Background: an optimization exercise with open tools, aiming at small area, a short achievable clock period and few clock cycles. Do not read the settings as production practice. Function was checked by simulation only, so behaviour that the tests miss may differ from the original.

## v17
==> flow/design.v <==
module BCDUnitAdder (input  [3:0] A,
                     input  [3:0] B,
                     input        Cin,
                     output [3:0] Sum,
                     output       Carry);
    wire [4:0] bin = A + B + Cin;
    assign Carry = (bin > 5'd9);
    assign Sum   = Carry ? (bin[3:0] + 4'd6) : bin[3:0];
endmodule
module BCDAdder #(parameter SIZE = 8)
                 (input [SIZE*4-1:0] A,
                  input [SIZE*4-1:0] B,
                  output [SIZE*4-1:0] Answer);
    wire [SIZE-1:0] carry;
    genvar i;
    BCDUnitAdder A0(
        .A(A[3:0]),
        .B(B[3:0]),
        .Cin(0),
        .Sum(Answer[3:0]),
        .Carry(carry[0])
    );
    for (i=1;i<SIZE;i=i+1)begin
        BCDUnitAdder unit(
        .A(A[4*i+:4]),
        .B(B[4*i+:4]),
        .Cin(carry[i-1]),
        .Sum(Answer[4*i+:4]),
        .Carry(carry[i])
    );
    end
endmodule
module md5_s1 (
    input  [3:0]  fs,
    input  [1:0]  fine,
    input  [31:0] P,
    input  [31:0] B,
    input  [31:0] C,
    input  [31:0] D,
    output [31:0] S
);
    wire [31:0] F = ({32{fs[0]}} & ((B & C) | (~B & D)))
                  | ({32{fs[1]}} & ((D & B) | (~D & C)))
                  | ({32{fs[2]}} & (B ^ C ^ D))
                  | ({32{fs[3]}} & (C ^ (B | ~D)));
    wire [31:0] T;
    add32 add (.x(P), .y(F), .s(T));
    reg [31:0] t1;
    always @(*) begin
        case (fine)
            2'd0: t1 = {T[27:0], T[31:28]};
            2'd1: t1 = {T[26:0], T[31:27]};
            2'd2: t1 = {T[25:0], T[31:26]};
            default: t1 = {T[24:0], T[31:25]};
        endcase
    end
    assign S = t1;
endmodule
module md5_s2 (
    input  [3:0]  coarse,    
    input  [31:0] S,
    input  [31:0] B,
    output [31:0] Q
);
    wire [31:0] t2 = ({32{coarse[0]}} & S)
                   | ({32{coarse[1]}} & {S[26:0], S[31:27]})
                   | ({32{coarse[2]}} & {S[21:0], S[31:22]})
                   | ({32{coarse[3]}} & {S[15:0], S[31:16]});
    add32 add (.x(B), .y(t2), .s(Q));
endmodule
module md5_tab (
    input  [5:0]  r,
    output [31:0] kw2,
    output [1:0]  fine
);
    localparam [2047:0] KW2 = 2048'h18f7e786079ad4a8eb86d3912ad7d33bbd3af235f7537e824e0811a1a3014314fe2ce6e06fa87e4fb5b48e01ffeff47d8f0ccc92655b59c3fc93a039ab9423e7432aff9724595274c4ac56e51fa27cf8e6db99e5d9d4d03904881d05d4ef30851ad1582a289b7ec6bebfbc70f6bb4b604bdecfa9d4ef1a74fde5384c6d9d61228771f681fffa39428d2a4c8a676f02d9fcefa478a9e3e905455a14edf4d50d87c337081621e1cde6e7d3fbc8d8a1e68102441453d62f105d19e6f7da265e5a51c040b340264e559249b40821a67943cefd9871936b901122895cd7beffff5bb18b44f7af698098d8fd469501a83046134787c62af57c0fafc1bdceee2420715b;
    localparam [127:0] FR = 128'b01010110010101100101011001010110111010001110100011101000111010000000000100000001000000010000000110111111101111111011111110111111;
    assign kw2 = KW2[32*r +: 32];
    assign fine = FR[2*r +: 2];
endmodule
module add32 (
    input  [31:0] x,
    input  [31:0] y,
    output [31:0] s
);
    reg [31:0] G, P;
    integer i, l, d;
    always @(*) begin
        G = x & y;
        P = x ^ y;
        for (l = 0; l < 5; l = l + 1) begin
            d = 1 << l;
            for (i = 0; i < 32; i = i + 1)
                if (((i + 1) % (2 * d)) == 0) begin
                    G[i] = G[i] | (P[i] & G[i - d]);
                    P[i] = P[i] & P[i - d];
                end
        end
        for (l = 3; l >= 0; l = l - 1) begin
            d = 1 << l;
            for (i = 0; i < 32; i = i + 1)
                if (((i + 1) % (2 * d)) == d && i >= 2 * d) begin
                    G[i] = G[i] | (P[i] & G[i - d]);
                    P[i] = P[i] & P[i - d];
                end
        end
    end
    assign s = (x ^ y) ^ {G[30:0], 1'b0};
endmodule
module crack_partial(
    input clk,
    input rst_n,
    input [31:0]lower_bound,
    input [31:0]upper_bound,
    input [127:0]hash_answer,
    output [31:0]answer,
    output reg answer_found,
    output reg done);
    localparam [31:0] H0 = 32'h67452301;
    localparam [31:0] H1 = 32'hefcdab89;
    localparam [31:0] H2 = 32'h98badcfe;
    localparam [31:0] H3 = 32'h10325476;
    localparam [31:0] KW0 = 32'h6edff7a9;
    localparam [31:0] KW1 = 32'h18f7e786;
    function sum_eq;
        input [31:0] x, y, z;
        reg [32:0] c;
        integer k;
        begin
            c[0] = 1'b0;
            for (k = 0; k < 32; k = k + 1)
                c[k+1] = (x[k] & y[k]) | ((x[k] ^ y[k]) & ~z[k]);
            sum_eq = &(~(x ^ y ^ z ^ c[31:0]));
        end
    endfunction
    function [31:0] bswap;
        input [31:0] x;
        bswap = {x[7:0], x[15:8], x[23:16], x[31:24]};
    endfunction
    function [31:0] bcd_inc;
        input [31:0] x;
        reg cy;
        integer k;
        begin
            cy = 1'b1;
            for (k = 0; k < 8; k = k + 1) begin
                if (cy) bcd_inc[4*k +: 4] = (x[4*k +: 4] == 4'd9) ? 4'd0 : x[4*k +: 4] + 4'd1;
                else    bcd_inc[4*k +: 4] = x[4*k +: 4];
                cy = cy & (x[4*k +: 4] == 4'd9);
            end
        end
    endfunction
    function [31:0] w0d;
        input [31:0] x;
        w0d = {4'd0, x[19:16], 4'd0, x[23:20], 4'd0, x[27:24], 4'd0, x[31:28]};
    endfunction
    function [31:0] w1d;
        input [31:0] x;
        w1d = {4'd0, x[3:0], 4'd0, x[7:4], 4'd0, x[11:8], 4'd0, x[15:12]};
    endfunction
    reg [31:0] aP, aB, aC, aD;   
    reg [31:0] akw;              
    reg [1:0]  awsel;            
    reg [5:0]  ar;               
    reg [3:0]  afs;              
    reg [31:0] acand;            
    reg        arun, apend, avfy, avm;
    reg [31:0] kP, kB, kC;       
    reg [31:0] S;                
    reg [5:0]  kr;
    reg [3:0]  kco;              
    reg [31:0] kcand;
    reg        krun, kpend, kvfy, kvm;
    reg        km;               
    reg [31:0] nx;               
    reg [31:0] ub;               
    reg [31:0] hsel;             
    wire [31:0] kw2_unused;
    wire [1:0]  fine_n;
    md5_tab tab1 (.r(ar), .kw2(kw2_unused), .fine(fine_n));
    wire [31:0] S_n;
    md5_s1 s1 (.fs(afs), .fine(fine_n), .P(aP), .B(aB), .C(aC), .D(aD), .S(S_n));
    wire [31:0] wd = awsel[0] ? w0d(acand) : awsel[1] ? w1d(acand) : 32'd0;
    wire [31:0] ps = aD ^ akw ^ wd;
    wire [31:0] pc = (aD & akw) | (aD & wd) | (akw & wd);
    wire [31:0] P_n;
    add32 padd (.x(ps), .y({pc[30:0], 1'b0}), .s(P_n));
    reg [31:0] hc;
    always @(*) begin
        case (ar[1:0])
            2'd1: hc = H0;
            2'd2: hc = H3;
            2'd3: hc = H2;
            default: hc = H1;
        endcase
    end
    wire m_n = sum_eq(aB, hc, hsel);
    wire [31:0] Q;
    md5_s2 s2 (.coarse(kco), .S(S), .B(kB), .Q(Q));
    wire [31:0] kw2_n;
    wire [1:0]  fine_unused;
    md5_tab tab2 (.r(kr), .kw2(kw2_n), .fine(fine_unused));
    wire chk61   = krun & ~kvfy & (kr == 6'd61);
    wire fin     = krun & kvfy & (kr == 6'd0);
    wire fail    = (chk61 & ~km) | (fin & ~(kvm & km));
    wire hit     = fin & kvm & km;
    wire need    = fail | kpend;
    wire exh     = nx > ub;
    wire restart = need & ~exh & ~done;
    wire a_alive = restart | (krun & ~need);
    wire k_alive = arun | apend;
    wire [5:0] r1 = kr + 6'd1;
    reg  [3:0] fs_n;
    always @(*) begin
        case (r1[5:4])
            2'd0: fs_n = 4'b0001;
            2'd1: fs_n = 4'b0010;
            2'd2: fs_n = 4'b0100;
            default: fs_n = 4'b1000;
        endcase
    end
    wire [1:0] wsel_n = {kr == 6'd14 || kr == 6'd34 || kr == 6'd53,
                         kr == 6'd17 || kr == 6'd39 || kr == 6'd46};
    always @(posedge clk) begin
        S <= S_n;
        kP <= P_n;
        kB <= aB;
        kC <= aC;
        kr <= ar;
        kco <= 4'b0001 << ar[1:0];
        kvfy <= avfy;
        kvm <= avm;
        km <= m_n;
        ub <= upper_bound;
        case (kr[1:0])
            2'd0: hsel <= bswap(hash_answer[127:96]);
            2'd1: hsel <= bswap(hash_answer[31:0]);
            2'd2: hsel <= bswap(hash_answer[63:32]);
            default: hsel <= bswap(hash_answer[95:64]);
        endcase
        if (restart) begin
            aP <= KW0 + w0d(nx);
            aB <= H1;
            aC <= H2;
            aD <= H3;
            ar <= 6'd0;
            afs <= 4'b0001;
            akw <= KW1;
            awsel <= 2'b10;
            avfy <= 1'b0;
        end else begin
            aP <= kP;
            aB <= Q;
            aC <= kB;
            aD <= kC;
            ar <= r1;
            afs <= fs_n;
            akw <= kw2_n;
            awsel <= wsel_n;
            avfy <= kvfy | chk61;
        end
        avm <= (kr == 6'd62) ? km : (kvm & km);
        acand <= restart ? nx : kcand;
        kcand <= acand;
    end
    always @(posedge clk) begin
        if (!rst_n) begin
            nx <= lower_bound;
            arun <= 1'b0;
            krun <= 1'b0;
            apend <= 1'b1;
            kpend <= 1'b1;
            done <= 1'b0;
            answer_found <= 1'b0;
        end else begin
            if (restart) nx <= bcd_inc(nx);
            else if (hit & ~done) nx <= kcand;
            arun <= a_alive;
            apend <= 1'b0;
            krun <= arun;
            kpend <= apend;
            if (!done) begin
                done <= hit | (~a_alive & ~k_alive);
                answer_found <= hit;
            end
        end
    end
    assign answer = nx;
endmodule
export LEC_CHECK = 0
export ABC_AREA = 1
export CAP_MARGIN = 20
export CORE_MARGIN = 2
export CORE_UTILIZATION = 40
export CTS_CLUSTER_DIAMETER = 150
export CTS_CLUSTER_SIZE = 25
export SLEW_MARGIN = 20
export TNS_END_PERCENT = 0
create_clock -name core_clock -period 12.0 [get_ports {clk}]
standard.sh (not shown) runs the stock make flow with config.mk's settings and CLKGATE_MAP_FILE= SYNTH_SCRIPT=/design/flow/synth_recipe.tcl, a recipe that flattens the netlist after the stock synthesis.
==> flow/flow/run.sh <==
#!/bin/bash
# Layout flow: the standard flow, with repair_timing aiming for a larger
# setup slack than the flow settings allow, so that the resizer speeds up the
# design beyond the clock period (which stays the design's).
set -euo pipefail
MARGIN=$(cat flow/margin.txt)
bash standard.sh synth > synth.log 2>&1
sed "s/\"\\\${@:-finish}\"/SETUP_SLACK_MARGIN=${MARGIN} \"\${@:-finish}\"/" standard.sh > standard_margin.sh
grep -q "SETUP_SLACK_MARGIN=${MARGIN}" standard_margin.sh
bash standard_margin.sh finish > layout.log 2>&1
==> flow/flow/margin.txt <==
8.5
Testbench counts of v17, summed over its fixed seeds: cycles 82,876.
### v17 -> v43
Settings: a deleted TNS_END_PERCENT that had been 0; a change of CORE_UTILIZATION from 40 to 60.
Notes after the runs:
Initial cell density of the core: v43 and v17 compared, lower one is v17. Looking at placed cell area across v43 and v17, the one that comes out higher is v17. v43 against v17: non-clock buffer contribution to total cell area moved up, post-route cell area moved up. For v43, the kind of critical path was register to primary output, unlike v17, where it was register to register.
Setup changes, v43 to v34
Settings: removing CTS_CLUSTER_SIZE (formerly 25); removing CTS_CLUSTER_DIAMETER (formerly 150); changing CORE_UTILIZATION from 60 to 40.
Notes after the runs:
Higher fraction of final layout cells with drive strength greater than 1 goes to v34 over v43.
Changes observed in v34 relative to v43: number of non-filler instances in the completed layout moved up, sequential share of layout area now smaller.
Number of diodes added for antenna fixing delta (v43 -> v34): insignificant
From v43 to v34 the numbers moved as follows: design area rose 6.3%; layout-stage area growth over the synthesis result +7.4 points.
v34 went all the way through synthesis, placement and routing and the layout is clean on timing, DRC and antenna.
v34: worst hold slack after final layout is 0.0043 ns higher than what v43 reported.

[re-timing with driven ports]
The flow's constraints put no driver on any port. The routed layouts listed below were extracted and timed again, unchanged, in two steps. Step 1, drivers: a clkbuf_16 drives clk and a buf_2 each remaining input, both assumed. Step 2 moves the port delays by t, midway between the first and last clock arrival at a register: inputs arrive t later, outputs are due t later. That takes back most of the time a late clock gives input paths. Three values: ideal ports, drivers, drivers and shift; two values: the first two.
run | t, ns | slack for setup (ns) | worst hold slack (ns) | worst setup path at the end | slew at the worst register clock pin (ns)
v17 | 0.646 | 8.362 / 8.307 / 7.857 | 0.324 / 0.324 / 0.324 | input to register | 0.11 / 0.11
v43 | 0.635 | 8.339 / 8.279 / 8.042 | 0.330 / 0.330 / 0.330 | input to register | 0.11 / 0.11
v34 | 0.686 | 8.336 / 8.272 / 7.984 | 0.334 / 0.334 / 0.334 | input to register | 0.07 / 0.07
After both steps every run listed still meets setup and hold. The setup slack of v17, which loses most, moves by -0.055 ns with the drivers and by -0.505 ns with both steps.
